Context: an optimization exercise on an open-source flow, tuned for small area and a short achievable clock period. The choices shown serve that exercise and are no tape-out recipe. At most, simulation tests tie the RTL to the original design; equivalence was not proved. No functional check of the RTL was part of run 2.

==> flow/design.v, too long to show whole: its modules and the start of the top module <==
// module cordicsqrt: 1290 lines
module cordicsqrt (
    input [15:0] N,
    input clk, in_valid,
    output [15:0] sqrt,
    output out_valid
  );
  // ...
==> flow/flow/run.sh <==
#!/bin/bash
set -o pipefail
export SETUP_SLACK_MARGIN=${MARGIN:-6.9}
export CTS_ARGS="-sink_clustering_enable -repair_clock_nets -sink_clustering_size ${CSIZE:-20} -sink_clustering_max_diameter ${CDIAM:-80} -dont_use_dummy_load -buf_list {sky130_fd_sc_hd__clkbuf_8}"
bash standard.sh > standard.log 2>&1
==> flow/standard.sh <==
#!/bin/bash
# synth_recipe.tcl (not shown) runs the flow's synth.tcl, then flattens the netlist and writes it again
# the make line also repeats each setting of config.mk as NAME=value (left out here)
make -C /OpenROAD-flow-scripts/flow DESIGN_CONFIG=/design/flow/config.mk WORK_HOME=/design/flow/orfs CLKGATE_MAP_FILE= SYNTH_SCRIPT=/design/flow/synth_recipe.tcl "${@:-finish}"
==> flow/config.mk <==
export PLATFORM = sky130hd
export DESIGN_NAME = cordicsqrt
export DESIGN_NICKNAME = cordicsqrt
export VERILOG_FILES = /design/flow/design.v
export SDC_FILE = /design/flow/constraint.sdc
export NUM_CORES = 4
export LEC_CHECK = 0
export CAP_MARGIN = 20
export CORE_MARGIN = 2
export CORE_UTILIZATION = 60
export SLEW_MARGIN = 20
==> flow/constraint.sdc <==
create_clock -name core_clock -period 10.0 [get_ports {clk}]
set_input_delay 2.0000 -clock core_clock [delete_from_list [all_inputs] [get_ports {clk}]]
set_output_delay 2.0000 -clock core_clock [all_outputs]
set_load 0.01 [all_outputs]
==> results.ini, run 1 <==
[status]
outcome = no timing/DRC/antenna violations

[yosys]
syn_inst = 5057
synthMuxAreaShare_pct = 1.07
yosysMostFrequentCell = dfxtp_1
synth_xor_area_share_pct = 7.62
syn_area_mm2 = 0.0459
synth.top_cell.area_share_pct = 33.6
ys.flop_type = dfxtp_1

[cells_and_area]
final_cells = 6039
largest_reg_flops = 30
ff_latch_area_mm2 = 0.0155
layout-drive-gt1-share_pct = 7.11
fill_cells = 6442
clkbuf_count = 48
multi_input_area_share_pct = 58.3
final_util_pct = 64.4
final_common_cell = dfxtp_1

[setup_path]
start_kind = register
crit_fanout = 1
reg2regPathDepth = 14
cp-startpoint = res_q20[6]
critPathBufInv = 1

[sta]
worstMarginPinSlew_ps = 1040
max_freq_mhz = 317
setup-tns-final_ps = 0

[hold_path]
hold_path_class = register to register
hold_path_end = tag_q3[1]
min_path_cells = 0

[global_route]
grt_max_degree = 89
grt_pass1_wl_um = 170000

[route]
ant_nets = 0
first_pass_iters = 6
drc = 0
avgViaCountPerCell = 5.70
drt_iter0_drc = 2501
wl_met2_um = 47000

[floorplanning]
initial_core_util_pct = 60.5

[cts]
ctsResizeCount = 119
clockBufferDepth = 3
clockRootBuffer = clkbuf_8
post-cts-setup-buffers = 26

[place]
place.gp.congestion = 0.965

==> inputs of run 2 (changes only) <==
--- a/flow/design.v
+++ b/flow/design.v
@@ -111,16 +111,13 @@
   wire [27:0] xr0_ra_53 = {xr0_ha_51_c, xr0_fa_50_c, xr0_fa_49_c, xr0_fa_48_c, xr0_fa_47_c, xr0_fa_46_c, xr0_fa_45_c, xr0_fa_44_c, xr0_fa_43_c, xr0_fa_42_c, xr0_fa_41_c, xr0_fa_40_c, xr0_fa_39_c, xr0_fa_38_c, xr0_fa_37_c, xr0_fa_36_c, xr0_fa_35_c, xr0_ha_34_c, xr0_op_3[0], xr0_op_1[7], xr0_op_1[6], xr0_op_1[5], xr0_op_1[4], xr0_op_1[3], xr0_op_1[2], xr0_op_1[1], xr0_op_1[0], 1'b0};
   wire [27:0] xr0_rb_54 = {xr0_ha_52_s, xr0_ha_51_s, xr0_fa_50_s, xr0_fa_49_s, xr0_fa_48_s, xr0_fa_47_s, xr0_fa_46_s, xr0_fa_45_s, xr0_fa_44_s, xr0_fa_43_s, xr0_fa_42_s, xr0_fa_41_s, xr0_fa_40_s, xr0_fa_39_s, xr0_fa_38_s, xr0_fa_37_s, xr0_fa_36_s, xr0_fa_35_s, xr0_ha_34_s, xr0_op_2[1], xr0_op_2[0], 1'b0, 1'b0, 1'b0, 1'b0, 1'b0, 1'b0, 1'b0};
-  wire [14:0] xr0_ha = xr0_ra_53[27:13];
-  wire [14:0] xr0_hb = xr0_rb_54[27:13];
-  wire [13:0] xr0_lo = {1'b0,xr0_ra_53[12:0]} + {1'b0,xr0_rb_54[12:0]};
-  wire [0:0] xr0_lc = xr0_lo[13];
+  wire [27:0] xr0_full = xr0_ra_53 + xr0_rb_54;
+  wire [14:0] xr0 = xr0_full[27:13];
   wire [5:0] ck = (m_q2 >= 13'd8187) ? 6'd57 : (m_q2 >= 13'd8170) ? 6'd56 : (m_q2 >= 13'd8148) ? 6'd55 : (m_q2 >= 13'd8116) ? 6'd54 : (m_q2 >= 13'd8077) ? 6'd53 : (m_q2 >= 13'd8029) ? 6'd52 : (m_q2 >= 13'd7975) ? 6'd51 : (m_q2 >= 13'd7912) ? 6'd50 : (m_q2 >= 13'd7842) ? 6'd49 : (m_q2 >= 13'd7773) ? 6'd48 : (m_q2 >= 13'd7702) ? 6'd47 : (m_q2 >= 13'd7610) ? 6'd46 : (m_q2 >= 13'd7513) ? 6'd45 : (m_q2 >= 13'd7405) ? 6'd44 : (m_q2 >= 13'd7293) ? 6'd43 : (m_q2 >= 13'd7173) ? 6'd42 : (m_q2 >= 13'd7046) ? 6'd41 : (m_q2 >= 13'd6913) ? 6'd40 : (m_q2 >= 13'd6776) ? 6'd39 : (m_q2 >= 13'd6628) ? 6'd38 : (m_q2 >= 13'd6475) ? 6'd37 : (m_q2 >= 13'd6314) ? 6'd36 : (m_q2 >= 13'd6149) ? 6'd35 : (m_q2 >= 13'd5977) ? 6'd34 : (m_q2 >= 13'd5799) ? 6'd33 : (m_q2 >= 13'd5794) ? 6'd32 : (m_q2 >= 13'd5791) ? 6'd31 : (m_q2 >= 13'd5608) ? 6'd30 : (m_q2 >= 13'd5419) ? 6'd29 : (m_q2 >= 13'd5224) ? 6'd28 : (m_q2 >= 13'd5025) ? 6'd27 : (m_q2 >= 13'd4820) ? 6'd26 : (m_q2 >= 13'd4611) ? 6'd25 : (m_q2 >= 13'd4400) ? 6'd24 : (m_q2 >= 13'd4186) ? 6'd23 : (m_q2 >= 13'd3964) ? 6'd22 : (m_q2 >= 13'd3738) ? 6'd21 : (m_q2 >= 13'd3509) ? 6'd20 : (m_q2 >= 13'd3277) ? 6'd19 : (m_q2 >= 13'd3040) ? 6'd18 : (m_q2 >= 13'd2802) ? 6'd17 : (m_q2 >= 13'd2592) ? 6'd16 : (m_q2 >= 13'd2382) ? 6'd15 : (m_q2 >= 13'd2136) ? 6'd14 : (m_q2 >= 13'd1889) ? 6'd13 : (m_q2 >= 13'd1638) ? 6'd12 : (m_q2 >= 13'd1388) ? 6'd11 : (m_q2 >= 13'd1134) ? 6'd10 : (m_q2 >= 13'd881) ? 6'd9 : (m_q2 >= 13'd629) ? 6'd8 : (m_q2 >= 13'd379) ? 6'd7 : (m_q2 >= 13'd123) ? 6'd6 : 6'd5;
-  wire [14:0] xr0 = xr0_ha_q3 + xr0_hb_q3 + {14'd0,xr0_lc_q3};
-  wire [14:0] xr1_op_1 = xr0_q4;
-  wire [14:0] xr1_op_2 = xr0_q4;
-  wire [14:0] xr1_op_3 = xr0_q4;
-  wire [14:0] xr1_op_4 = xr0_q4;
-  wire [14:0] xr1_op_5 = xr0_q4;
-  wire [14:0] xr1_op_6 = xr0_q4;
+  wire [14:0] xr1_op_1 = xr0_q3;
+  wire [14:0] xr1_op_2 = xr0_q3;
+  wire [14:0] xr1_op_3 = xr0_q3;
+  wire [14:0] xr1_op_4 = xr0_q3;
+  wire [14:0] xr1_op_5 = xr0_q3;
+  wire [14:0] xr1_op_6 = xr0_q3;
   wire xr1_ha_7_s = xr1_op_1[7] ^ ~xr1_op_2[5];
   wire xr1_ha_7_c = xr1_op_1[7] & ~xr1_op_2[5];
@@ -257,12 +254,9 @@
   wire [28:0] xr1_ra_73 = {xr1_ha_71_c, xr1_fa_70_c, xr1_fa_69_c, xr1_fa_68_c, xr1_fa_67_c, xr1_fa_66_c, xr1_fa_65_c, xr1_fa_64_c, xr1_fa_63_c, xr1_fa_62_c, xr1_fa_61_c, xr1_fa_60_c, xr1_fa_59_c, xr1_fa_58_c, xr1_fa_57_c, xr1_fa_56_c, xr1_fa_55_c, xr1_fa_54_c, xr1_fa_53_c, xr1_fa_52_c, xr1_fa_51_c, xr1_fa_50_c, xr1_fa_49_c, xr1_fa_48_c, xr1_ha_47_c, xr1_ha_46_c, 1'b1, xr1_op_1[1], xr1_op_1[0]};
   wire [28:0] xr1_rb_74 = {xr1_ha_72_s, xr1_ha_71_s, xr1_fa_70_s, xr1_fa_69_s, xr1_fa_68_s, xr1_fa_67_s, xr1_fa_66_s, xr1_fa_65_s, xr1_fa_64_s, xr1_fa_63_s, xr1_fa_62_s, xr1_fa_61_s, xr1_fa_60_s, xr1_fa_59_s, xr1_fa_58_s, xr1_fa_57_s, xr1_fa_56_s, xr1_fa_55_s, xr1_fa_54_s, xr1_fa_53_s, xr1_fa_52_s, xr1_fa_51_s, xr1_fa_50_s, xr1_fa_49_s, xr1_fa_48_s, xr1_ha_47_s, xr1_ha_46_s, 1'b0, 1'b0};
-  wire [14:0] xr1_ha = xr1_ra_73[28:14];
-  wire [14:0] xr1_hb = xr1_rb_74[28:14];
-  wire [14:0] xr1_lo = {1'b0,xr1_ra_73[13:0]} + {1'b0,xr1_rb_74[13:0]};
-  wire [0:0] xr1_lc = xr1_lo[14];
-  wire [14:0] xr1 = xr1_ha_q5 + xr1_hb_q5 + {14'd0,xr1_lc_q5};
-  wire [14:0] xr2_op_1 = xr1_q6;
-  wire [14:0] xr2_op_2 = xr1_q6;
-  wire [14:0] xr2_op_3 = xr1_q6;
+  wire [28:0] xr1_full = xr1_ra_73 + xr1_rb_74;
+  wire [14:0] xr1 = xr1_full[28:14];
+  wire [14:0] xr2_op_1 = xr1_q4;
+  wire [14:0] xr2_op_2 = xr1_q4;
+  wire [14:0] xr2_op_3 = xr1_q4;
   wire xr2_ha_4_s = ~xr2_op_1[11] ^ xr2_op_2[5];
   wire xr2_ha_4_c = ~xr2_op_1[11] & xr2_op_2[5];
@@ -299,7 +293,7 @@
   wire [28:0] xr2_full = xr2_ra_19 + xr2_rb_20;
   wire [14:0] xr2 = xr2_full[28:14];
-  wire [14:0] xr3_op_1 = xr2_q7;
-  wire [14:0] xr3_op_2 = xr2_q7;
-  wire [14:0] xr3_op_3 = xr2_q7;
+  wire [14:0] xr3_op_1 = xr2_q5;
+  wire [14:0] xr3_op_2 = xr2_q5;
+  wire [14:0] xr3_op_3 = xr2_q5;
   wire xr3_ha_4_s = ~xr3_op_1[14] ^ xr3_op_2[7];
   wire xr3_ha_4_c = ~xr3_op_1[14] & xr3_op_2[7];
@@ -336,7 +330,7 @@
   wire [28:0] xr3_full = xr3_ra_19 + xr3_rb_20;
   wire [14:0] xr3 = xr3_full[28:14];
-  wire [14:0] xr4_op_1 = xr3_q8;
-  wire [14:0] xr4_op_2 = xr3_q8;
-  wire [14:0] xr4_op_3 = xr3_q8;
+  wire [14:0] xr4_op_1 = xr3_q6;
+  wire [14:0] xr4_op_2 = xr3_q6;
+  wire [14:0] xr4_op_3 = xr3_q6;
   wire xr4_ha_4_s = ~xr4_op_1[14] ^ xr4_op_2[9];
   wire xr4_ha_4_c = ~xr4_op_1[14] & xr4_op_2[9];
@@ -373,7 +367,7 @@
   wire [28:0] xr4_full = xr4_ra_19 + xr4_rb_20;
   wire [14:0] xr4 = xr4_full[28:14];
-  wire [14:0] xr5_op_1 = xr4_q9;
-  wire [14:0] xr5_op_2 = xr4_q9;
-  wire [14:0] xr5_op_3 = xr4_q9;
+  wire [14:0] xr5_op_1 = xr4_q7;
+  wire [14:0] xr5_op_2 = xr4_q7;
+  wire [14:0] xr5_op_3 = xr4_q7;
   wire xr5_ha_4_s = ~xr5_op_1[14] ^ xr5_op_2[11];
   wire xr5_ha_4_c = ~xr5_op_1[14] & xr5_op_2[11];
@@ -410,142 +404,142 @@
   wire [28:0] xr5_full = xr5_ra_19 + xr5_rb_20;
   wire [14:0] xr5 = xr5_full[28:14];
-  reg [8:0] vx6;
-  always @(*) case (ck_q10)
-      6'd0: vx6 = 9'd511;
-      6'd1: vx6 = 9'd511;
-      6'd2: vx6 = 9'd511;
-      6'd3: vx6 = 9'd511;
-      6'd4: vx6 = 9'd511;
-      6'd5: vx6 = 9'd511;
-      6'd6: vx6 = 9'd6;
-      6'd7: vx6 = 9'd12;
-      6'd8: vx6 = 9'd19;
-      6'd9: vx6 = 9'd25;
-      6'd10: vx6 = 9'd32;
-      6'd11: vx6 = 9'd38;
-      6'd12: vx6 = 9'd45;
-      6'd13: vx6 = 9'd51;
-      6'd14: vx6 = 9'd58;
-      6'd15: vx6 = 9'd64;
-      6'd16: vx6 = 9'd68;
-      6'd17: vx6 = 9'd75;
-      6'd18: vx6 = 9'd81;
-      6'd19: vx6 = 9'd87;
-      6'd20: vx6 = 9'd93;
-      6'd21: vx6 = 9'd99;
-      6'd22: vx6 = 9'd104;
-      6'd23: vx6 = 9'd110;
-      6'd24: vx6 = 9'd115;
-      6'd25: vx6 = 9'd121;
-      6'd26: vx6 = 9'd126;
-      6'd27: vx6 = 9'd131;
-      6'd28: vx6 = 9'd136;
-      6'd29: vx6 = 9'd141;
-      6'd30: vx6 = 9'd146;
-      6'd31: vx6 = 9'd151;
-      6'd32: vx6 = 9'd146;
-      6'd33: vx6 = 9'd151;
-      6'd34: vx6 = 9'd155;
-      6'd35: vx6 = 9'd160;
-      6'd36: vx6 = 9'd164;
-      6'd37: vx6 = 9'd168;
-      6'd38: vx6 = 9'd172;
-      6'd39: vx6 = 9'd176;
-      6'd40: vx6 = 9'd179;
-      6'd41: vx6 = 9'd182;
-      6'd42: vx6 = 9'd186;
-      6'd43: vx6 = 9'd189;
-      6'd44: vx6 = 9'd191;
-      6'd45: vx6 = 9'd194;
-      6'd46: vx6 = 9'd196;
-      6'd47: vx6 = 9'd199;
-      6'd48: vx6 = 9'd200;
-      6'd49: vx6 = 9'd202;
-      6'd50: vx6 = 9'd204;
-      6'd51: vx6 = 9'd205;
-      6'd52: vx6 = 9'd207;
-      6'd53: vx6 = 9'd208;
-      6'd54: vx6 = 9'd209;
-      6'd55: vx6 = 9'd209;
-      6'd56: vx6 = 9'd210;
-      6'd57: vx6 = 9'd210;
-      6'd58: vx6 = 9'd511;
-      6'd59: vx6 = 9'd511;
-      6'd60: vx6 = 9'd511;
-      6'd61: vx6 = 9'd511;
-      6'd62: vx6 = 9'd511;
-      6'd63: vx6 = 9'd511;
-      default: vx6 = 9'd0;
+  reg [15:0] vx6;
+  always @(*) case (ck_q8)
+      6'd0: vx6 = 16'd65515;
+      6'd1: vx6 = 16'd65515;
+      6'd2: vx6 = 16'd65515;
+      6'd3: vx6 = 16'd65515;
+      6'd4: vx6 = 16'd65515;
+      6'd5: vx6 = 16'd65515;
+      6'd6: vx6 = 16'd821;
+      6'd7: vx6 = 16'd1663;
+      6'd8: vx6 = 16'd2475;
+      6'd9: vx6 = 16'd3313;
+      6'd10: vx6 = 16'd4147;
+      6'd11: vx6 = 16'd4977;
+      6'd12: vx6 = 16'd5801;
+      6'd13: vx6 = 16'd6621;
+      6'd14: vx6 = 16'd7434;
+      6'd15: vx6 = 16'd8240;
+      6'd16: vx6 = 16'd8822;
+      6'd17: vx6 = 16'd9614;
+      6'd18: vx6 = 16'd10396;
+      6'd19: vx6 = 16'd11168;
+      6'd20: vx6 = 16'd11928;
+      6'd21: vx6 = 16'd12678;
+      6'd22: vx6 = 16'd13415;
+      6'd23: vx6 = 16'd14139;
+      6'd24: vx6 = 16'd14827;
+      6'd25: vx6 = 16'd15523;
+      6'd26: vx6 = 16'd16204;
+      6'd27: vx6 = 16'd16870;
+      6'd28: vx6 = 16'd17518;
+      6'd29: vx6 = 16'd18150;
+      6'd30: vx6 = 16'd18764;
+      6'd31: vx6 = 16'd19360;
+      6'd32: vx6 = 16'd18791;
+      6'd33: vx6 = 16'd19385;
+      6'd34: vx6 = 16'd19962;
+      6'd35: vx6 = 16'd20518;
+      6'd36: vx6 = 16'd21055;
+      6'd37: vx6 = 16'd21571;
+      6'd38: vx6 = 16'd22066;
+      6'd39: vx6 = 16'd22540;
+      6'd40: vx6 = 16'd22978;
+      6'd41: vx6 = 16'd23408;
+      6'd42: vx6 = 16'd23815;
+      6'd43: vx6 = 16'd24199;
+      6'd44: vx6 = 16'd24560;
+      6'd45: vx6 = 16'd24896;
+      6'd46: vx6 = 16'd25208;
+      6'd47: vx6 = 16'd25496;
+      6'd48: vx6 = 16'd25691;
+      6'd49: vx6 = 16'd25935;
+      6'd50: vx6 = 16'd26154;
+      6'd51: vx6 = 16'd26348;
+      6'd52: vx6 = 16'd26517;
+      6'd53: vx6 = 16'd26659;
+      6'd54: vx6 = 16'd26775;
+      6'd55: vx6 = 16'd26865;
+      6'd56: vx6 = 16'd26929;
+      6'd57: vx6 = 16'd26967;
+      6'd58: vx6 = 16'd65515;
+      6'd59: vx6 = 16'd65515;
+      6'd60: vx6 = 16'd65515;
+      6'd61: vx6 = 16'd65515;
+      6'd62: vx6 = 16'd65515;
+      6'd63: vx6 = 16'd65515;
+      default: vx6 = 16'd0;
     endcase
-  reg [13:0] vy6;
-  always @(*) case (ck_q10)
-      6'd0: vy6 = 14'd13489;
-      6'd1: vy6 = 14'd13489;
-      6'd2: vy6 = 14'd13489;
-      6'd3: vy6 = 14'd13489;
-      6'd4: vy6 = 14'd13489;
-      6'd5: vy6 = 14'd13489;
-      6'd6: vy6 = 14'd13483;
-      6'd7: vy6 = 14'd13464;
-      6'd8: vy6 = 14'd13432;
-      6'd9: vy6 = 14'd13387;
-      6'd10: vy6 = 14'd13329;
-      6'd11: vy6 = 14'd13258;
-      6'd12: vy6 = 14'd13174;
-      6'd13: vy6 = 14'd13077;
-      6'd14: vy6 = 14'd12967;
-      6'd15: vy6 = 14'd12845;
-      6'd16: vy6 = 14'd12748;
-      6'd17: vy6 = 14'd12604;
-      6'd18: vy6 = 14'd12448;
-      6'd19: vy6 = 14'd12280;
-      6'd20: vy6 = 14'd12099;
-      6'd21: vy6 = 14'd11907;
-      6'd22: vy6 = 14'd11704;
-      6'd23: vy6 = 14'd11489;
-      6'd24: vy6 = 14'd11270;
-      6'd25: vy6 = 14'd11033;
-      6'd26: vy6 = 14'd10785;
-      6'd27: vy6 = 14'd10527;
-      6'd28: vy6 = 14'd10259;
-      6'd29: vy6 = 14'd9981;
-      6'd30: vy6 = 14'd9692;
-      6'd31: vy6 = 14'd9395;
-      6'd32: vy6 = 14'd9680;
-      6'd33: vy6 = 14'd9382;
-      6'd34: vy6 = 14'd9075;
-      6'd35: vy6 = 14'd8759;
-      6'd36: vy6 = 14'd8435;
-      6'd37: vy6 = 14'd8102;
-      6'd38: vy6 = 14'd7761;
-      6'd39: vy6 = 14'd7413;
-      6'd40: vy6 = 14'd7069;
-      6'd41: vy6 = 14'd6707;
-      6'd42: vy6 = 14'd6339;
-      6'd43: vy6 = 14'd5964;
-      6'd44: vy6 = 14'd5584;
-      6'd45: vy6 = 14'd5198;
-      6'd46: vy6 = 14'd4807;
-      6'd47: vy6 = 14'd4411;
-      6'd48: vy6 = 14'd4120;
-      6'd49: vy6 = 14'd3717;
-      6'd50: vy6 = 14'd3310;
-      6'd51: vy6 = 14'd2900;
-      6'd52: vy6 = 14'd2488;
-      6'd53: vy6 = 14'd2073;
-      6'd54: vy6 = 14'd1656;
-      6'd55: vy6 = 14'd1237;
-      6'd56: vy6 = 14'd831;
-      6'd57: vy6 = 14'd410;
-      6'd58: vy6 = 14'd13489;
-      6'd59: vy6 = 14'd13489;
-      6'd60: vy6 = 14'd13489;
-      6'd61: vy6 = 14'd13489;
-      6'd62: vy6 = 14'd13489;
-      6'd63: vy6 = 14'd13489;
-      default: vy6 = 14'd0;
+  reg [14:0] vy6;
+  always @(*) case (ck_q8)
+      6'd0: vy6 = 15'd26979;
+      6'd1: vy6 = 15'd26979;
+      6'd2: vy6 = 15'd26979;
+      6'd3: vy6 = 15'd26979;
+      6'd4: vy6 = 15'd26979;
+      6'd5: vy6 = 15'd26979;
+      6'd6: vy6 = 15'd26967;
+      6'd7: vy6 = 15'd26929;
+      6'd8: vy6 = 15'd26865;
+      6'd9: vy6 = 15'd26775;
+      6'd10: vy6 = 15'd26659;
+      6'd11: vy6 = 15'd26517;
+      6'd12: vy6 = 15'd26348;
+      6'd13: vy6 = 15'd26154;
+      6'd14: vy6 = 15'd25935;
+      6'd15: vy6 = 15'd25691;
+      6'd16: vy6 = 15'd25496;
+      6'd17: vy6 = 15'd25208;
+      6'd18: vy6 = 15'd24896;
+      6'd19: vy6 = 15'd24560;
+      6'd20: vy6 = 15'd24199;
+      6'd21: vy6 = 15'd23815;
+      6'd22: vy6 = 15'd23408;
+      6'd23: vy6 = 15'd22978;
+      6'd24: vy6 = 15'd22540;
+      6'd25: vy6 = 15'd22066;
+      6'd26: vy6 = 15'd21571;
+      6'd27: vy6 = 15'd21055;
+      6'd28: vy6 = 15'd20518;
+      6'd29: vy6 = 15'd19962;
+      6'd30: vy6 = 15'd19385;
+      6'd31: vy6 = 15'd18791;
+      6'd32: vy6 = 15'd19360;
+      6'd33: vy6 = 15'd18764;
+      6'd34: vy6 = 15'd18150;
+      6'd35: vy6 = 15'd17518;
+      6'd36: vy6 = 15'd16870;
+      6'd37: vy6 = 15'd16204;
+      6'd38: vy6 = 15'd15523;
+      6'd39: vy6 = 15'd14827;
+      6'd40: vy6 = 15'd14139;
+      6'd41: vy6 = 15'd13415;
+      6'd42: vy6 = 15'd12678;
+      6'd43: vy6 = 15'd11928;
+      6'd44: vy6 = 15'd11168;
+      6'd45: vy6 = 15'd10396;
+      6'd46: vy6 = 15'd9614;
+      6'd47: vy6 = 15'd8822;
+      6'd48: vy6 = 15'd8240;
+      6'd49: vy6 = 15'd7434;
+      6'd50: vy6 = 15'd6621;
+      6'd51: vy6 = 15'd5801;
+      6'd52: vy6 = 15'd4977;
+      6'd53: vy6 = 15'd4147;
+      6'd54: vy6 = 15'd3313;
+      6'd55: vy6 = 15'd2475;
+      6'd56: vy6 = 15'd1663;
+      6'd57: vy6 = 15'd821;
+      6'd58: vy6 = 15'd26979;
+      6'd59: vy6 = 15'd26979;
+      6'd60: vy6 = 15'd26979;
+      6'd61: vy6 = 15'd26979;
+      6'd62: vy6 = 15'd26979;
+      6'd63: vy6 = 15'd26979;
+      default: vy6 = 15'd0;
     endcase
   reg [13:0] rx6;
-  always @(*) case (ck_q10)
+  always @(*) case (ck_q8)
       6'd0: rx6 = 14'd2686;
       6'd1: rx6 = 14'd2686;
@@ -615,5 +609,5 @@
     endcase
   reg [14:0] ry6;
-  always @(*) case (ck_q10)
+  always @(*) case (ck_q8)
       6'd0: ry6 = 15'd19070;
       6'd1: ry6 = 15'd19070;
@@ -683,5 +677,5 @@
     endcase
   reg [9:0] nvx6;
-  always @(*) case (ck_q10)
+  always @(*) case (ck_q8)
       6'd0: nvx6 = 10'd20;
       6'd1: nvx6 = 10'd20;
@@ -750,128 +744,91 @@
       default: nvx6 = 10'd0;
     endcase
-  wire [9:0] e6 = xr5_q10[9:0] + nvx6 + {9'd0,xr5_q10[14]};
+  wire [9:0] e6 = xr5_q8[9:0] + nvx6 + {9'd0,xr5_q8[14]};
   wire [0:0] d6 = ~e6[9];
   wire [0:0] dn6 = e6[9];
-  wire [14:0] vyp6 = {vy6_q11,1'd0};
-  wire [8:0] ys7 = vyp6 >> 7;
-  wire [8:0] e7 = e6_q11[8:0] + (ys7 ^ {9{d6_q11}}) + {8'd0,d6_q11};
+  wire [8:0] ys7 = vy6_q9 >> 7;
+  wire [8:0] e7 = e6_q9[8:0] + (ys7 ^ {9{d6_q9}}) + {8'd0,d6_q9};
   wire [0:0] d7 = ~e7[8];
   wire [0:0] dn7 = e7[8];
-  wire [15:0] vxp6 = {vx6_q11,7'd0};
-  wire [15:0] xs7 = {{7{vxp6[15]}},vxp6[15:7]};
-  wire [15:0] vxf7 = vxp6 + ({1'b0,vyp6} >> 7 ^ {16{dn6_q11}}) + {15'd0,dn6_q11};
-  wire [6:0] vx7 = vxf7[15:9];
-  wire [14:0] vyf7 = vyp6 + (xs7[14:0] ^ {15{d6_q11}}) + {14'd0,d6_q11};
-  wire [13:0] vy7 = vyf7[14:1];
-  wire [14:0] ryp6 = ry6_q11;
-  wire [14:0] rys7 = ryp6 >> 7;
-  wire [14:0] rxs7 = {1'b1,rx6_q11} >> 7;
-  wire [14:0] rxf7 = {1'b1,rx6_q11} + (~rys7 & {15{dn6_q11}}) + {14'd0,dn6_q11};
-  wire [14:0] ryf7 = ryp6 + (rxs7 & {15{dn6_q11}});
-  wire [14:0] ry7 = ryf7[14:0];
+  wire [15:0] xs7 = {{7{vx6_q9[15]}},vx6_q9[15:7]};
+  wire [15:0] vx7 = vx6_q9 + ({1'b0,vy6_q9} >> 7 ^ {16{dn6_q9}}) + {15'd0,dn6_q9};
+  wire [14:0] vy7 = vy6_q9 + (xs7[14:0] ^ {15{d6_q9}}) + {14'd0,d6_q9};
+  wire [14:0] rys7 = ry6_q9 >> 7;
+  wire [14:0] rxs7 = {1'b1,rx6_q9} >> 7;
+  wire [14:0] rxf7 = {1'b1,rx6_q9} + (~rys7 & {15{dn6_q9}}) + {14'd0,dn6_q9};
+  wire [14:0] ry7 = ry6_q9 + (rxs7 & {15{dn6_q9}});
   wire [13:0] rx7 = rxf7[13:0];
-  wire [14:0] vyp7 = {vy7_q12,1'd0};
-  wire [7:0] ys8 = vyp7 >> 8;
-  wire [7:0] e8 = e7_q12[7:0] + (ys8 ^ {8{d7_q12}}) + {7'd0,d7_q12};
+  wire [7:0] ys8 = vy7_q10 >> 8;
+  wire [7:0] e8 = e7_q10[7:0] + (ys8 ^ {8{d7_q10}}) + {7'd0,d7_q10};
   wire [0:0] d8 = ~e8[7];
   wire [0:0] dn8 = e8[7];
-  wire [15:0] vxp7 = {vx7_q12,9'd0};
-  wire [15:0] xs8 = {{8{vxp7[15]}},vxp7[15:8]};
-  wire [15:0] vxf8 = vxp7 + ({1'b0,vyp7} >> 8 ^ {16{dn7_q12}}) + {15'd0,dn7_q12};
-  wire [5:0] vx8 = vxf8[15:10];
-  wire [14:0] vyf8 = vyp7 + (xs8[14:0] ^ {15{d7_q12}}) + {14'd0,d7_q12};
-  wire [13:0] vy8 = vyf8[14:1];
-  wire [14:0] ryp7 = ry7_q12;
-  wire [14:0] rys8 = ryp7 >> 8;
-  wire [14:0] rxs8 = {1'b1,rx7_q12} >> 8;
-  wire [14:0] rxf8 = {1'b1,rx7_q12} + (rys8 & {15{d7_q12}});
-  wire [14:0] ryf8 = ryp7 + (~rxs8 & {15{d7_q12}}) + {14'd0,d7_q12};
-  wire [14:0] ry8 = ryf8[14:0];
+  wire [15:0] xs8 = {{8{vx7_q10[15]}},vx7_q10[15:8]};
+  wire [15:0] vx8 = vx7_q10 + ({1'b0,vy7_q10} >> 8 ^ {16{dn7_q10}}) + {15'd0,dn7_q10};
+  wire [14:0] vy8 = vy7_q10 + (xs8[14:0] ^ {15{d7_q10}}) + {14'd0,d7_q10};
+  wire [14:0] rys8 = ry7_q10 >> 8;
+  wire [14:0] rxs8 = {1'b1,rx7_q10} >> 8;
+  wire [14:0] rxf8 = {1'b1,rx7_q10} + (rys8 & {15{d7_q10}});
+  wire [14:0] ry8 = ry7_q10 + (~rxs8 & {15{d7_q10}}) + {14'd0,d7_q10};
   wire [13:0] rx8 = rxf8[13:0];
-  wire [14:0] vyp8 = {vy8_q13,1'd0};
-  wire [6:0] ys9 = vyp8 >> 9;
-  wire [6:0] e9 = e8_q13[6:0] + (ys9 ^ {7{d8_q13}}) + {6'd0,d8_q13};
+  wire [6:0] ys9 = vy8_q11 >> 9;
+  wire [6:0] e9 = e8_q11[6:0] + (ys9 ^ {7{d8_q11}}) + {6'd0,d8_q11};
   wire [0:0] d9 = ~e9[6];
   wire [0:0] dn9 = e9[6];
-  wire [15:0] vxp8 = {vx8_q13,10'd0};
-  wire [15:0] xs9 = {{9{vxp8[15]}},vxp8[15:9]};
-  wire [15:0] vxf9 = vxp8 + ({1'b0,vyp8} >> 9 ^ {16{dn8_q13}}) + {15'd0,dn8_q13};
-  wire [4:0] vx9 = vxf9[15:11];
-  wire [14:0] vyf9 = vyp8 + (xs9[14:0] ^ {15{d8_q13}}) + {14'd0,d8_q13};
-  wire [13:0] vy9 = vyf9[14:1];
-  wire [14:0] ryp8 = ry8_q13;
-  wire [14:0] rys9 = ryp8 >> 9;
-  wire [14:0] rxs9 = {1'b1,rx8_q13} >> 9;
-  wire [14:0] rxf9 = {1'b1,rx8_q13} + (rys9 & {15{d8_q13}});
-  wire [14:0] ryf9 = ryp8 + (~rxs9 & {15{d8_q13}}) + {14'd0,d8_q13};
-  wire [14:0] ry9 = ryf9[14:0];
+  wire [15:0] xs9 = {{9{vx8_q11[15]}},vx8_q11[15:9]};
+  wire [15:0] vx9 = vx8_q11 + ({1'b0,vy8_q11} >> 9 ^ {16{dn8_q11}}) + {15'd0,dn8_q11};
+  wire [14:0] vy9 = vy8_q11 + (xs9[14:0] ^ {15{d8_q11}}) + {14'd0,d8_q11};
+  wire [14:0] rys9 = ry8_q11 >> 9;
+  wire [14:0] rxs9 = {1'b1,rx8_q11} >> 9;
+  wire [14:0] rxf9 = {1'b1,rx8_q11} + (rys9 & {15{d8_q11}});
+  wire [14:0] ry9 = ry8_q11 + (~rxs9 & {15{d8_q11}}) + {14'd0,d8_q11};
   wire [13:0] rx9 = rxf9[13:0];
-  wire [14:0] vyp9 = {vy9_q14,1'd0};
-  wire [5:0] ys10 = vyp9 >> 10;
-  wire [5:0] e10 = e9_q14[5:0] + (ys10 ^ {6{d9_q14}}) + {5'd0,d9_q14};
+  wire [5:0] ys10 = vy9_q12 >> 10;
+  wire [5:0] e10 = e9_q12[5:0] + (ys10 ^ {6{d9_q12}}) + {5'd0,d9_q12};
   wire [0:0] d10 = ~e10[5];
   wire [0:0] dn10 = e10[5];
-  wire [15:0] vxp9 = {vx9_q14,11'd0};
-  wire [15:0] xs10 = {{10{vxp9[15]}},vxp9[15:10]};
-  wire [15:0] vxf10 = vxp9 + ({1'b0,vyp9} >> 10 ^ {16{dn9_q14}}) + {15'd0,dn9_q14};
-  wire [3:0] vx10 = vxf10[15:12];
-  wire [14:0] vyf10 = vyp9 + (xs10[14:0] ^ {15{d9_q14}}) + {14'd0,d9_q14};
-  wire [13:0] vy10 = vyf10[14:1];
-  wire [14:0] ryp9 = ry9_q14;
-  wire [14:0] rys10 = ryp9 >> 10;
-  wire [14:0] rxs10 = {1'b1,rx9_q14} >> 10;
-  wire [14:0] rxf10 = {1'b1,rx9_q14} + (rys10 & {15{d9_q14}});
-  wire [14:0] ryf10 = ryp9 + (~rxs10 & {15{d9_q14}}) + {14'd0,d9_q14};
-  wire [13:0] ry10 = ryf10[14:1];
+  wire [15:0] xs10 = {{10{vx9_q12[15]}},vx9_q12[15:10]};
+  wire [15:0] vx10 = vx9_q12 + ({1'b0,vy9_q12} >> 10 ^ {16{dn9_q12}}) + {15'd0,dn9_q12};
+  wire [14:0] vy10 = vy9_q12 + (xs10[14:0] ^ {15{d9_q12}}) + {14'd0,d9_q12};
+  wire [14:0] rys10 = ry9_q12 >> 10;
+  wire [14:0] rxs10 = {1'b1,rx9_q12} >> 10;
+  wire [14:0] rxf10 = {1'b1,rx9_q12} + (rys10 & {15{d9_q12}});
+  wire [14:0] ry10 = ry9_q12 + (~rxs10 & {15{d9_q12}}) + {14'd0,d9_q12};
   wire [13:0] rx10 = rxf10[13:0];
-  wire [14:0] vyp10 = {vy10_q15,1'd0};
-  wire [5:0] ys11 = vyp10 >> 11;
-  wire [5:0] e11 = e10_q15[5:0] + (ys11 ^ {6{d10_q15}}) + {5'd0,d10_q15};
+  wire [5:0] ys11 = vy10_q13 >> 11;
+  wire [5:0] e11 = e10_q13[5:0] + (ys11 ^ {6{d10_q13}}) + {5'd0,d10_q13};
   wire [0:0] d11 = ~e11[5];
   wire [0:0] dn11 = e11[5];
-  wire [15:0] vxp10 = {vx10_q15,12'd0};
-  wire [15:0] xs11 = {{11{vxp10[15]}},vxp10[15:11]};
-  wire [15:0] vxf11 = vxp10 + ({1'b0,vyp10} >> 11 ^ {16{dn10_q15}}) + {15'd0,dn10_q15};
-  wire [1:0] vx11 = vxf11[15:14];
-  wire [14:0] vyf11 = vyp10 + (xs11[14:0] ^ {15{d10_q15}}) + {14'd0,d10_q15};
-  wire [10:0] vy11 = vyf11[14:4];
-  wire [14:0] ryp10 = {ry10_q15,1'd0};
-  wire [14:0] rys11 = ryp10 >> 11;
-  wire [14:0] rxs11 = {1'b1,rx10_q15} >> 11;
-  wire [14:0] rxf11 = {1'b1,rx10_q15} + (rys11 & {15{d10_q15}});
-  wire [14:0] ryf11 = ryp10 + (~rxs11 & {15{d10_q15}}) + {14'd0,d10_q15};
-  wire [5:0] ry11 = ryf11[14:9];
+  wire [15:0] xs11 = {{11{vx10_q13[15]}},vx10_q13[15:11]};
+  wire [15:0] vx11 = vx10_q13 + ({1'b0,vy10_q13} >> 11 ^ {16{dn10_q13}}) + {15'd0,dn10_q13};
+  wire [14:0] vy11 = vy10_q13 + (xs11[14:0] ^ {15{d10_q13}}) + {14'd0,d10_q13};
+  wire [14:0] rys11 = ry10_q13 >> 11;
+  wire [14:0] rxs11 = {1'b1,rx10_q13} >> 11;
+  wire [14:0] rxf11 = {1'b1,rx10_q13} + (rys11 & {15{d10_q13}});
+  wire [14:0] ry11 = ry10_q13 + (~rxs11 & {15{d10_q13}}) + {14'd0,d10_q13};
   wire [13:0] rx11 = rxf11[13:0];
-  wire [14:0] vyp11 = {vy11_q16,4'd0};
-  wire [4:0] ys12 = vyp11 >> 12;
-  wire [4:0] e12 = e11_q16[4:0] + (ys12 ^ {5{d11_q16}}) + {4'd0,d11_q16};
+  wire [4:0] ys12 = vy11_q14 >> 12;
+  wire [4:0] e12 = e11_q14[4:0] + (ys12 ^ {5{d11_q14}}) + {4'd0,d11_q14};
   wire [0:0] d12 = ~e12[4];
   wire [0:0] dn12 = e12[4];
-  wire [15:0] vxp11 = {vx11_q16,14'd0};
-  wire [15:0] xs12 = {{12{vxp11[15]}},vxp11[15:12]};
-  wire [14:0] vyf12 = vyp11 + (xs12[14:0] ^ {15{d11_q16}}) + {14'd0,d11_q16};
-  wire [1:0] vy12 = vyf12[14:13];
-  wire [14:0] ryp11 = {ry11_q16,9'd0};
-  wire [14:0] rys12 = ryp11 >> 12;
-  wire [14:0] rxs12 = {1'b1,rx11_q16} >> 12;
-  wire [14:0] rxf12 = {1'b1,rx11_q16} + (~rys12 & {15{dn11_q16}}) + {14'd0,dn11_q16};
-  wire [14:0] ryf12 = ryp11 + (rxs12 & {15{dn11_q16}});
-  wire [5:0] ry12 = ryf12[14:9];
+  wire [15:0] xs12 = {{12{vx11_q14[15]}},vx11_q14[15:12]};
+  wire [15:0] vx12 = vx11_q14 + ({1'b0,vy11_q14} >> 12 ^ {16{dn11_q14}}) + {15'd0,dn11_q14};
+  wire [14:0] vy12 = vy11_q14 + (xs12[14:0] ^ {15{d11_q14}}) + {14'd0,d11_q14};
+  wire [14:0] rys12 = ry11_q14 >> 12;
+  wire [14:0] rxs12 = {1'b1,rx11_q14} >> 12;
+  wire [14:0] rxf12 = {1'b1,rx11_q14} + (~rys12 & {15{dn11_q14}}) + {14'd0,dn11_q14};
+  wire [14:0] ry12 = ry11_q14 + (rxs12 & {15{dn11_q14}});
   wire [13:0] rx12 = rxf12[13:0];
-  wire [14:0] vyp12 = {vy12_q17,13'd0};
-  wire [4:0] ys13 = vyp12 >> 13;
-  wire [4:0] e13 = e12_q17[4:0] + (ys13 ^ {5{d12_q17}}) + {4'd0,d12_q17};
+  wire [4:0] ys13 = vy12_q15 >> 13;
+  wire [4:0] e13 = e12_q15[4:0] + (ys13 ^ {5{d12_q15}}) + {4'd0,d12_q15};
   wire [0:0] d13 = ~e13[4];
   wire [0:0] dn13 = e13[4];
-  wire [14:0] ryp12 = {ry12_q17,9'd0};
-  wire [14:0] rys13 = ryp12 >> 13;
-  wire [14:0] rxs13 = {1'b1,rx12_q17} >> 13;
-  wire [14:0] rxf13 = {1'b1,rx12_q17} + (~rys13 & {15{dn12_q17}}) + {14'd0,dn12_q17};
-  wire [14:0] ryf13 = ryp12 + (rxs13 & {15{dn12_q17}});
-  wire [5:0] ry13 = ryf13[14:9];
+  wire [14:0] rys13 = ry12_q15 >> 13;
+  wire [14:0] rxs13 = {1'b1,rx12_q15} >> 13;
+  wire [14:0] rxf13 = {1'b1,rx12_q15} + (~rys13 & {15{dn12_q15}}) + {14'd0,dn12_q15};
+  wire [14:0] ry13 = ry12_q15 + (rxs13 & {15{dn12_q15}});
   wire [13:0] rx13 = rxf13[13:0];
-  wire [0:0] b14 = d13_q18 & ry13_q18[5];
-  wire [14:0] X13 = {1'b1,rx13_q18};
-  wire [0:0] par = tag_q18[0];
+  wire [0:0] b14 = d13_q16 & ry13_q16[14];
+  wire [14:0] X13 = {1'b1,rx13_q16};
+  wire [0:0] par = tag_q16[0];
   wire [14:0] ps_op_1 = X13;
   wire [14:0] ps_mx_2 = X13;
@@ -1089,8 +1046,8 @@
   wire [29:0] ps_fa = ps_ra_112;
   wire [29:0] ps_fb = ps_rb_113;
-  wire [29:0] ps_sum = ps_fa_q19 + ps_fb_q19;
+  wire [29:0] ps_sum = ps_fa_q17 + ps_fb_q17;
   wire [15:0] ps = ps_sum[29:14];
-  wire [3:0] sh = tag_q19[4] ? 4'd15 : (({1'b0,tag_q19[3:0]} + 5'd1) >> 1);
-  wire [0:0] ov = tag_q19 != 5'd17;
+  wire [3:0] sh = tag_q17[4] ? 4'd15 : (({1'b0,tag_q17[3:0]} + 5'd1) >> 1);
+  wire [0:0] ov = tag_q17 != 5'd17;
   wire [15:0] res = ps >> sh;
   reg [15:0] N_q1;
@@ -1132,32 +1089,16 @@
   reg [4:0] tag_q17;
   always @(posedge clk) tag_q17 <= tag_q16;
-  reg [4:0] tag_q18;
-  always @(posedge clk) tag_q18 <= tag_q17;
-  reg [4:0] tag_q19;
-  always @(posedge clk) tag_q19 <= tag_q18;
-  reg [14:0] xr0_ha_q3;
-  always @(posedge clk) xr0_ha_q3 <= xr0_ha;
-  reg [14:0] xr0_hb_q3;
-  always @(posedge clk) xr0_hb_q3 <= xr0_hb;
-  reg [0:0] xr0_lc_q3;
-  always @(posedge clk) xr0_lc_q3 <= xr0_lc;
-  reg [14:0] xr0_q4;
-  always @(posedge clk) xr0_q4 <= xr0;
-  reg [14:0] xr1_ha_q5;
-  always @(posedge clk) xr1_ha_q5 <= xr1_ha;
-  reg [14:0] xr1_hb_q5;
-  always @(posedge clk) xr1_hb_q5 <= xr1_hb;
-  reg [0:0] xr1_lc_q5;
-  always @(posedge clk) xr1_lc_q5 <= xr1_lc;
-  reg [14:0] xr1_q6;
-  always @(posedge clk) xr1_q6 <= xr1;
-  reg [14:0] xr2_q7;
-  always @(posedge clk) xr2_q7 <= xr2;
-  reg [14:0] xr3_q8;
-  always @(posedge clk) xr3_q8 <= xr3;
-  reg [14:0] xr4_q9;
-  always @(posedge clk) xr4_q9 <= xr4;
-  reg [14:0] xr5_q10;
-  always @(posedge clk) xr5_q10 <= xr5;
+  reg [14:0] xr0_q3;
+  always @(posedge clk) xr0_q3 <= xr0;
+  reg [14:0] xr1_q4;
+  always @(posedge clk) xr1_q4 <= xr1;
+  reg [14:0] xr2_q5;
+  always @(posedge clk) xr2_q5 <= xr2;
+  reg [14:0] xr3_q6;
+  always @(posedge clk) xr3_q6 <= xr3;
+  reg [14:0] xr4_q7;
+  always @(posedge clk) xr4_q7 <= xr4;
+  reg [14:0] xr5_q8;
+  always @(posedge clk) xr5_q8 <= xr5;
   reg [5:0] ck_q3;
   always @(posedge clk) ck_q3 <= ck;
@@ -1172,119 +1113,115 @@
   reg [5:0] ck_q8;
   always @(posedge clk) ck_q8 <= ck_q7;
-  reg [5:0] ck_q9;
-  always @(posedge clk) ck_q9 <= ck_q8;
-  reg [5:0] ck_q10;
-  always @(posedge clk) ck_q10 <= ck_q9;
-  reg [8:0] vx6_q11;
-  always @(posedge clk) vx6_q11 <= vx6;
-  reg [13:0] vy6_q11;
-  always @(posedge clk) vy6_q11 <= vy6;
-  reg [13:0] rx6_q11;
-  always @(posedge clk) rx6_q11 <= rx6;
-  reg [14:0] ry6_q11;
-  always @(posedge clk) ry6_q11 <= ry6;
-  reg [9:0] e6_q11;
-  always @(posedge clk) e6_q11 <= e6;
-  reg [0:0] d6_q11;
-  always @(posedge clk) d6_q11 <= d6;
-  reg [0:0] dn6_q11;
-  always @(posedge clk) dn6_q11 <= dn6;
-  reg [8:0] e7_q12;
-  always @(posedge clk) e7_q12 <= e7;
-  reg [0:0] d7_q12;
-  always @(posedge clk) d7_q12 <= d7;
-  reg [0:0] dn7_q12;
-  always @(posedge clk) dn7_q12 <= dn7;
-  reg [6:0] vx7_q12;
-  always @(posedge clk) vx7_q12 <= vx7;
-  reg [13:0] vy7_q12;
-  always @(posedge clk) vy7_q12 <= vy7;
-  reg [7:0] e8_q13;
-  always @(posedge clk) e8_q13 <= e8;
-  reg [0:0] d8_q13;
-  always @(posedge clk) d8_q13 <= d8;
-  reg [0:0] dn8_q13;
-  always @(posedge clk) dn8_q13 <= dn8;
-  reg [5:0] vx8_q13;
-  always @(posedge clk) vx8_q13 <= vx8;
-  reg [13:0] vy8_q13;
-  always @(posedge clk) vy8_q13 <= vy8;
-  reg [6:0] e9_q14;
-  always @(posedge clk) e9_q14 <= e9;
-  reg [0:0] d9_q14;
-  always @(posedge clk) d9_q14 <= d9;
-  reg [0:0] dn9_q14;
-  always @(posedge clk) dn9_q14 <= dn9;
-  reg [4:0] vx9_q14;
-  always @(posedge clk) vx9_q14 <= vx9;
-  reg [13:0] vy9_q14;
-  always @(posedge clk) vy9_q14 <= vy9;
-  reg [5:0] e10_q15;
-  always @(posedge clk) e10_q15 <= e10;
-  reg [0:0] d10_q15;
-  always @(posedge clk) d10_q15 <= d10;
-  reg [0:0] dn10_q15;
-  always @(posedge clk) dn10_q15 <= dn10;
-  reg [3:0] vx10_q15;
-  always @(posedge clk) vx10_q15 <= vx10;
-  reg [13:0] vy10_q15;
-  always @(posedge clk) vy10_q15 <= vy10;
-  reg [5:0] e11_q16;
-  always @(posedge clk) e11_q16 <= e11;
-  reg [0:0] d11_q16;
-  always @(posedge clk) d11_q16 <= d11;
-  reg [0:0] dn11_q16;
-  always @(posedge clk) dn11_q16 <= dn11;
-  reg [1:0] vx11_q16;
-  always @(posedge clk) vx11_q16 <= vx11;
-  reg [10:0] vy11_q16;
-  always @(posedge clk) vy11_q16 <= vy11;
-  reg [4:0] e12_q17;
-  always @(posedge clk) e12_q17 <= e12;
-  reg [0:0] d12_q17;
-  always @(posedge clk) d12_q17 <= d12;
-  reg [0:0] dn12_q17;
-  always @(posedge clk) dn12_q17 <= dn12;
-  reg [1:0] vy12_q17;
-  always @(posedge clk) vy12_q17 <= vy12;
-  reg [0:0] d13_q18;
-  always @(posedge clk) d13_q18 <= d13;
-  reg [14:0] ry7_q12;
-  always @(posedge clk) ry7_q12 <= ry7;
-  reg [13:0] rx7_q12;
-  always @(posedge clk) rx7_q12 <= rx7;
-  reg [14:0] ry8_q13;
-  always @(posedge clk) ry8_q13 <= ry8;
-  reg [13:0] rx8_q13;
-  always @(posedge clk) rx8_q13 <= rx8;
-  reg [14:0] ry9_q14;
-  always @(posedge clk) ry9_q14 <= ry9;
-  reg [13:0] rx9_q14;
-  always @(posedge clk) rx9_q14 <= rx9;
-  reg [13:0] ry10_q15;
-  always @(posedge clk) ry10_q15 <= ry10;
-  reg [13:0] rx10_q15;
-  always @(posedge clk) rx10_q15 <= rx10;
-  reg [5:0] ry11_q16;
-  always @(posedge clk) ry11_q16 <= ry11;
-  reg [13:0] rx11_q16;
-  always @(posedge clk) rx11_q16 <= rx11;
-  reg [5:0] ry12_q17;
-  always @(posedge clk) ry12_q17 <= ry12;
-  reg [13:0] rx12_q17;
-  always @(posedge clk) rx12_q17 <= rx12;
-  reg [5:0] ry13_q18;
-  always @(posedge clk) ry13_q18 <= ry13;
-  reg [13:0] rx13_q18;
-  always @(posedge clk) rx13_q18 <= rx13;
-  reg [29:0] ps_fa_q19;
-  always @(posedge clk) ps_fa_q19 <= ps_fa;
-  reg [29:0] ps_fb_q19;
-  always @(posedge clk) ps_fb_q19 <= ps_fb;
-  reg [0:0] ov_q20;
-  always @(posedge clk) ov_q20 <= ov;
-  reg [15:0] res_q20;
-  always @(posedge clk) res_q20 <= res;
-  assign sqrt = res_q20;
-  assign out_valid = ov_q20;
+  reg [15:0] vx6_q9;
+  always @(posedge clk) vx6_q9 <= vx6;
+  reg [14:0] vy6_q9;
+  always @(posedge clk) vy6_q9 <= vy6;
+  reg [13:0] rx6_q9;
+  always @(posedge clk) rx6_q9 <= rx6;
+  reg [14:0] ry6_q9;
+  always @(posedge clk) ry6_q9 <= ry6;
+  reg [9:0] e6_q9;
+  always @(posedge clk) e6_q9 <= e6;
+  reg [0:0] d6_q9;
+  always @(posedge clk) d6_q9 <= d6;
+  reg [0:0] dn6_q9;
+  always @(posedge clk) dn6_q9 <= dn6;
+  reg [8:0] e7_q10;
+  always @(posedge clk) e7_q10 <= e7;
+  reg [0:0] d7_q10;
+  always @(posedge clk) d7_q10 <= d7;
+  reg [0:0] dn7_q10;
+  always @(posedge clk) dn7_q10 <= dn7;
+  reg [15:0] vx7_q10;
+  always @(posedge clk) vx7_q10 <= vx7;
+  reg [14:0] vy7_q10;
+  always @(posedge clk) vy7_q10 <= vy7;
+  reg [7:0] e8_q11;
+  always @(posedge clk) e8_q11 <= e8;
+  reg [0:0] d8_q11;
+  always @(posedge clk) d8_q11 <= d8;
+  reg [0:0] dn8_q11;
+  always @(posedge clk) dn8_q11 <= dn8;
+  reg [15:0] vx8_q11;
+  always @(posedge clk) vx8_q11 <= vx8;
+  reg [14:0] vy8_q11;
+  always @(posedge clk) vy8_q11 <= vy8;
+  reg [6:0] e9_q12;
+  always @(posedge clk) e9_q12 <= e9;
+  reg [0:0] d9_q12;
+  always @(posedge clk) d9_q12 <= d9;
+  reg [0:0] dn9_q12;
+  always @(posedge clk) dn9_q12 <= dn9;
+  reg [15:0] vx9_q12;
+  always @(posedge clk) vx9_q12 <= vx9;
+  reg [14:0] vy9_q12;
+  always @(posedge clk) vy9_q12 <= vy9;
+  reg [5:0] e10_q13;
+  always @(posedge clk) e10_q13 <= e10;
+  reg [0:0] d10_q13;
+  always @(posedge clk) d10_q13 <= d10;
+  reg [0:0] dn10_q13;
+  always @(posedge clk) dn10_q13 <= dn10;
+  reg [15:0] vx10_q13;
+  always @(posedge clk) vx10_q13 <= vx10;
+  reg [14:0] vy10_q13;
+  always @(posedge clk) vy10_q13 <= vy10;
+  reg [5:0] e11_q14;
+  always @(posedge clk) e11_q14 <= e11;
+  reg [0:0] d11_q14;
+  always @(posedge clk) d11_q14 <= d11;
+  reg [0:0] dn11_q14;
+  always @(posedge clk) dn11_q14 <= dn11;
+  reg [15:0] vx11_q14;
+  always @(posedge clk) vx11_q14 <= vx11;
+  reg [14:0] vy11_q14;
+  always @(posedge clk) vy11_q14 <= vy11;
+  reg [4:0] e12_q15;
+  always @(posedge clk) e12_q15 <= e12;
+  reg [0:0] d12_q15;
+  always @(posedge clk) d12_q15 <= d12;
+  reg [0:0] dn12_q15;
+  always @(posedge clk) dn12_q15 <= dn12;
+  reg [14:0] vy12_q15;
+  always @(posedge clk) vy12_q15 <= vy12;
+  reg [0:0] d13_q16;
+  always @(posedge clk) d13_q16 <= d13;
+  reg [14:0] ry7_q10;
+  always @(posedge clk) ry7_q10 <= ry7;
+  reg [13:0] rx7_q10;
+  always @(posedge clk) rx7_q10 <= rx7;
+  reg [14:0] ry8_q11;
+  always @(posedge clk) ry8_q11 <= ry8;
+  reg [13:0] rx8_q11;
+  always @(posedge clk) rx8_q11 <= rx8;
+  reg [14:0] ry9_q12;
+  always @(posedge clk) ry9_q12 <= ry9;
+  reg [13:0] rx9_q12;
+  always @(posedge clk) rx9_q12 <= rx9;
+  reg [14:0] ry10_q13;
+  always @(posedge clk) ry10_q13 <= ry10;
+  reg [13:0] rx10_q13;
+  always @(posedge clk) rx10_q13 <= rx10;
+  reg [14:0] ry11_q14;
+  always @(posedge clk) ry11_q14 <= ry11;
+  reg [13:0] rx11_q14;
+  always @(posedge clk) rx11_q14 <= rx11;
+  reg [14:0] ry12_q15;
+  always @(posedge clk) ry12_q15 <= ry12;
+  reg [13:0] rx12_q15;
+  always @(posedge clk) rx12_q15 <= rx12;
+  reg [14:0] ry13_q16;
+  always @(posedge clk) ry13_q16 <= ry13;
+  reg [13:0] rx13_q16;
+  always @(posedge clk) rx13_q16 <= rx13;
+  reg [29:0] ps_fa_q17;
+  always @(posedge clk) ps_fa_q17 <= ps_fa;
+  reg [29:0] ps_fb_q17;
+  always @(posedge clk) ps_fb_q17 <= ps_fb;
+  reg [0:0] ov_q18;
+  always @(posedge clk) ov_q18 <= ov;
+  reg [15:0] res_q18;
+  always @(posedge clk) res_q18 <= res;
+  assign sqrt = res_q18;
+  assign out_valid = ov_q18;
 endmodule
==> flow/flow/run.sh (replaced) <==
#!/bin/bash
set -o pipefail
export SETUP_SLACK_MARGIN=${MARGIN:-6.9}
export CTS_ARGS="-sink_clustering_enable -repair_clock_nets -sink_clustering_size ${CSIZE:-20} -sink_clustering_max_diameter ${CDIAM:-80} -dont_use_dummy_load -buf_list {sky130_fd_sc_hd__clkbuf_16}"
bash standard.sh > standard.log 2>&1
==> results.ini, run 2 <==
[status]
outcome = no timing/DRC/antenna violations  ; unchanged

[yosys]
synth.area.top_cells = dfxtp_1, ha_1, fa_1, xnor2_1, inv_1  ; was dfxtp_1, ha_1, fa_1, inv_1, xnor2_1
synth-edff-count = 0  ; unchanged
synth_seq_cells = 771  ; was 769
netlist-cell-type-count = 82  ; was 87
syn_inst = 5415  ; was 5,057
synth_largest_area_cell = dfxtp_1  ; unchanged
syn-num-nets = 6216  ; was 5,805
syn_area_per_cell_um2 = 8.95  ; was 9.07 um2
synth.top_cell.area_share_pct = 31.9  ; was 33.6%
ys_warn_count = 1  ; unchanged
async_reset_ff_share_pct = 0  ; unchanged
yosysMostFrequentCell = dfxtp_1  ; unchanged
yosysSeqAreaShare_pct = 31.9  ; was 33.6%
ys.flop_type = dfxtp_1  ; unchanged
synth_common_cells = dfxtp_1, ha_1, inv_1  ; unchanged
syn_area_mm2 = 0.0485  ; was 0.0459 mm2

[sta]
setup_viol = 0  ; unchanged
rsz0062_at_grt = true  ; unchanged
fin_crit_ps = 3980  ; was 3150 ps
setup-tns-final_ps = 0  ; unchanged
timing_hold_violations_final = 0  ; unchanged
max_freq_mhz = 251  ; was 317 MHz
relSlewSlack_pct = 28.3  ; was 30.4%
clock_skew_ps = 71.3  ; was 90.1 ps
worstMarginPinSlew_ps = 1080  ; was 1040 ps
final_max_slew_viol_count = 0  ; unchanged
post-route-period-util_pct = 39.8  ; was 31.5%

[cells_and_area]
top_regs = ps_fa_q17 (30), ps_fb_q17 (29)  ; was ps_fa_q19 (30), ps_fb_q19 (29)
layout-drive-gt1-share_pct = 13.2  ; was 7.11%
final_area_mm2 = 0.0546  ; was 0.0488 mm2
mostFrequentLayoutCells = dfxtp_1, ha_1, inv_1  ; unchanged
largest_reg_flops = 30  ; unchanged
final_util_pct = 68.0  ; was 64.4%
area_delta_synth_final_pct = 12.6  ; was 6.44%
diodes = 0  ; was 1
top_register = ps_fa_q17  ; was ps_fa_q19
final_common_cell = dfxtp_1  ; unchanged
nets = 6356  ; was 5,810

[cts]
path_clk_slew_ps = 80  ; was 110 ps
cts_made_buffers = 49  ; was 48
clock-sinks = 771  ; was 769
ctsHtreeMaxLevel = 2  ; unchanged
clockBufferDepth = 3  ; unchanged
clockRootBuffer = clkbuf_16  ; was clkbuf_8
clock_latency_ps = 630  ; was 710 ps
cts_tree = built  ; unchanged

[setup_path]
crit_fanout = 2  ; was 1
cpMostUsedCell = a21o_1
critPathBufInv = 5  ; was 1
crit_chain = inv_6 -> fa_1 -> inv_1 -> fa_1 -> inv_1 -> fa_1 -> inv_2 -> ha_4 -> a21o_1 -> a21o_1 -> a21o_1 -> a21oi_2 -> o21ai_2 -> nand4_1 -> a31oi_4 -> buf_6 -> a21o_1 -> a21oi_2 -> xnor2_1  ; was buf_6
r2r-start = xr0_q3[14]  ; was d9_q14
r2r_slack_ps = 6020  ; was 6910 ps
slowest_stage = fa_1  ; was dfxtp_2
r2r_end = xr1_q4[11]  ; was ry10_q15[13]
max_stage_delay_ps = 520  ; was 340 ps
path_class = register to register  ; was register to output port
critPathCaptureType = register  ; was output port
reg2regPathDepth = 19  ; was 14
start_kind = register  ; unchanged
worstPathRequired_ps = 10560  ; was 8000 ps
crit_family = adder cells  ; was flip-flops
worstPathArrival_ps = 4540  ; was 1150 ps

[hold_path]
hold_path_end = tag_q5[4]  ; was tag_q3[1]
min_path_cells = 0  ; unchanged
hold_path_class = register to register  ; unchanged
min_from = tag_q4[4]  ; was tag_q2[1]

[global_route]
grt_pass1_vias = 36800  ; was 33.4k
globalRouteOverflowTotal = 0  ; unchanged
grt_max_degree = 76  ; was 89
antenna_found_initial = 0  ; was 5
grt_pass1_wl_um = 189000  ; was 170,000 um
track_usage_pct = 28.0  ; was 26.3%

[place]
dp_hpwl_um = 86300  ; was 77,800 um
io_buffer_count = 34  ; unchanged
place.gp.congestion = 1.01  ; was 0.965
placed_area_mm2 = 0.0500  ; was 0.0471 mm2

[route]
routed_wl_um = 119000  ; was 104,000 um
vias = 38100  ; was 34.4k
drc = 0  ; unchanged
first_pass_iters = 8  ; was 6
drt_iter0_drc = 3477  ; was 2,501
ant_nets = 0  ; unchanged
avgViaCountPerCell = 5.76  ; was 5.70
wire_per_inst_um = 18.0  ; was 17.2 um

[job]
max-cap-violations = 0  ; unchanged

[floorplanning]
core.rowCount = 104  ; was 101
die_w_um = 288  ; was 280 um
initial_core_util_pct = 60.4  ; was 60.5%
pin_count = 35  ; unchanged
core_mm2 = 0.0803  ; was 0.0758 mm2
dieArea_mm2 = 0.0830  ; was 0.0787 mm2
die_h_um = 288  ; was 280 um

## run 2: kinds of logic (layout without fill, tap and decap cells)
logic type,after synthesis,after routing,synth area share (%)
muxes,55,55,1.28
AOI/OAI and AO/OA,1318,1318,17.4
buffers and inverters,761,899,5.90
DFF,771,771,31.9
other,1,1,0.00774
adders and majority gates,784,784,22.8
and+or+nand+nor,1210,1210,11.5
xor gates and xnor gates,515,515,9.31
## run 2: worst max-delay path by stage
stage                           from    endpoint  slack [ps]  depth (start not counted)
final                     xr0_q3[14]  xr1_q4[11]        6020                         19
after global placement       m_q2[6]  xr0_q3[14]        5480                         15
after floorplan              m_q2[5]  xr0_q3[14]        6020                         17
after global routing      xr0_q3[14]  xr1_q4[11]        5840                         19
after detailed placement     m_q2[6]  xr0_q3[14]        5380                         15
after CTS                 xr0_q3[14]  xr1_q4[13]        5990                         19
## run 2: repair_timing
item / 4_1_cts / 5_1_grt
setup buffers: 123 / 79
pin swaps: 118 / 161
setup endpoints to repair: 200 / 154
gates cloned: 4 / 2
resized for setup: 325 / 203
hold buffers: 0 / 0
## run 2: area by class of cell
type	count	area (um2)
Timing Repair inverter	1	7.51
Fill cell	6567	25700
Tap cell	1060	1330
Clock buffer	49	1230
Multi-Input combinational cell	3883	31800
Sequential cell	771	15600
Inverter	583	2260
Timing Repair Buffer	266	2350
## run 2: through the flow
step	worst slack (ps)	hold WS, ps	std cells
after detailed placement	5380	312	6356
after CTS	5990	319	6532
after global routing	5840	331	6613
after global placement	5480	310	6356
after floorplan	6020	310	5415
final	6020	320	6613
## run 2: worst register-to-register path: cells and delay by family (launching register included)
kind	cells	cell delay [ps]
xor+xnor	1	120
simple gates	1	140
fa+ha+maj	4	1700
compound gates	8	1250
flops	1	370
buf+inv	5	340
## run 2: routing by layer
| metal | part of all wire (%) | vias to the layer above | GRT usage (%) |
|---|---|---|---|
| met2 | 47 | 1210 | 47.6 |
| li1 | - | 18800 | - |
| met3 | 5.7 | 280 | 3.17 |
| met4 | 3.6 | 0 | 9.97 |
| met1 | 43 | 17800 | 37.0 |
| met5 | 0 | - | 0 |

-- what the ideal ports hide --
How much do the figures lean on ideal ports? The routed layouts below were timed once more, with nothing changed but the port constraints.
Step 1, drivers: a clkbuf_16 drives clk and a buf_2 each remaining input, both assumed.
Step 2 also shifts input and output timing later by t, the mid clock arrival at the registers, as if the neighbouring blocks saw the same clock.
Three values: no drivers, after step 1, after step 2; two values: the first two.
run | t (ns) | setup WS [ns] | clock arrival spread, ns | worst slew at a driven data input, ns | cell pins on the clock port's net
run 1 | 0.728 | 6.846 / 6.783 / 6.905 | 0.098 / 0.098 | 0.05 | 1
run 2 | 0.668 | 6.021 / 6.021 / 6.021 | 0.071 / 0.072 | 0.03 | 1
After both steps setup and hold are still met in every run listed.
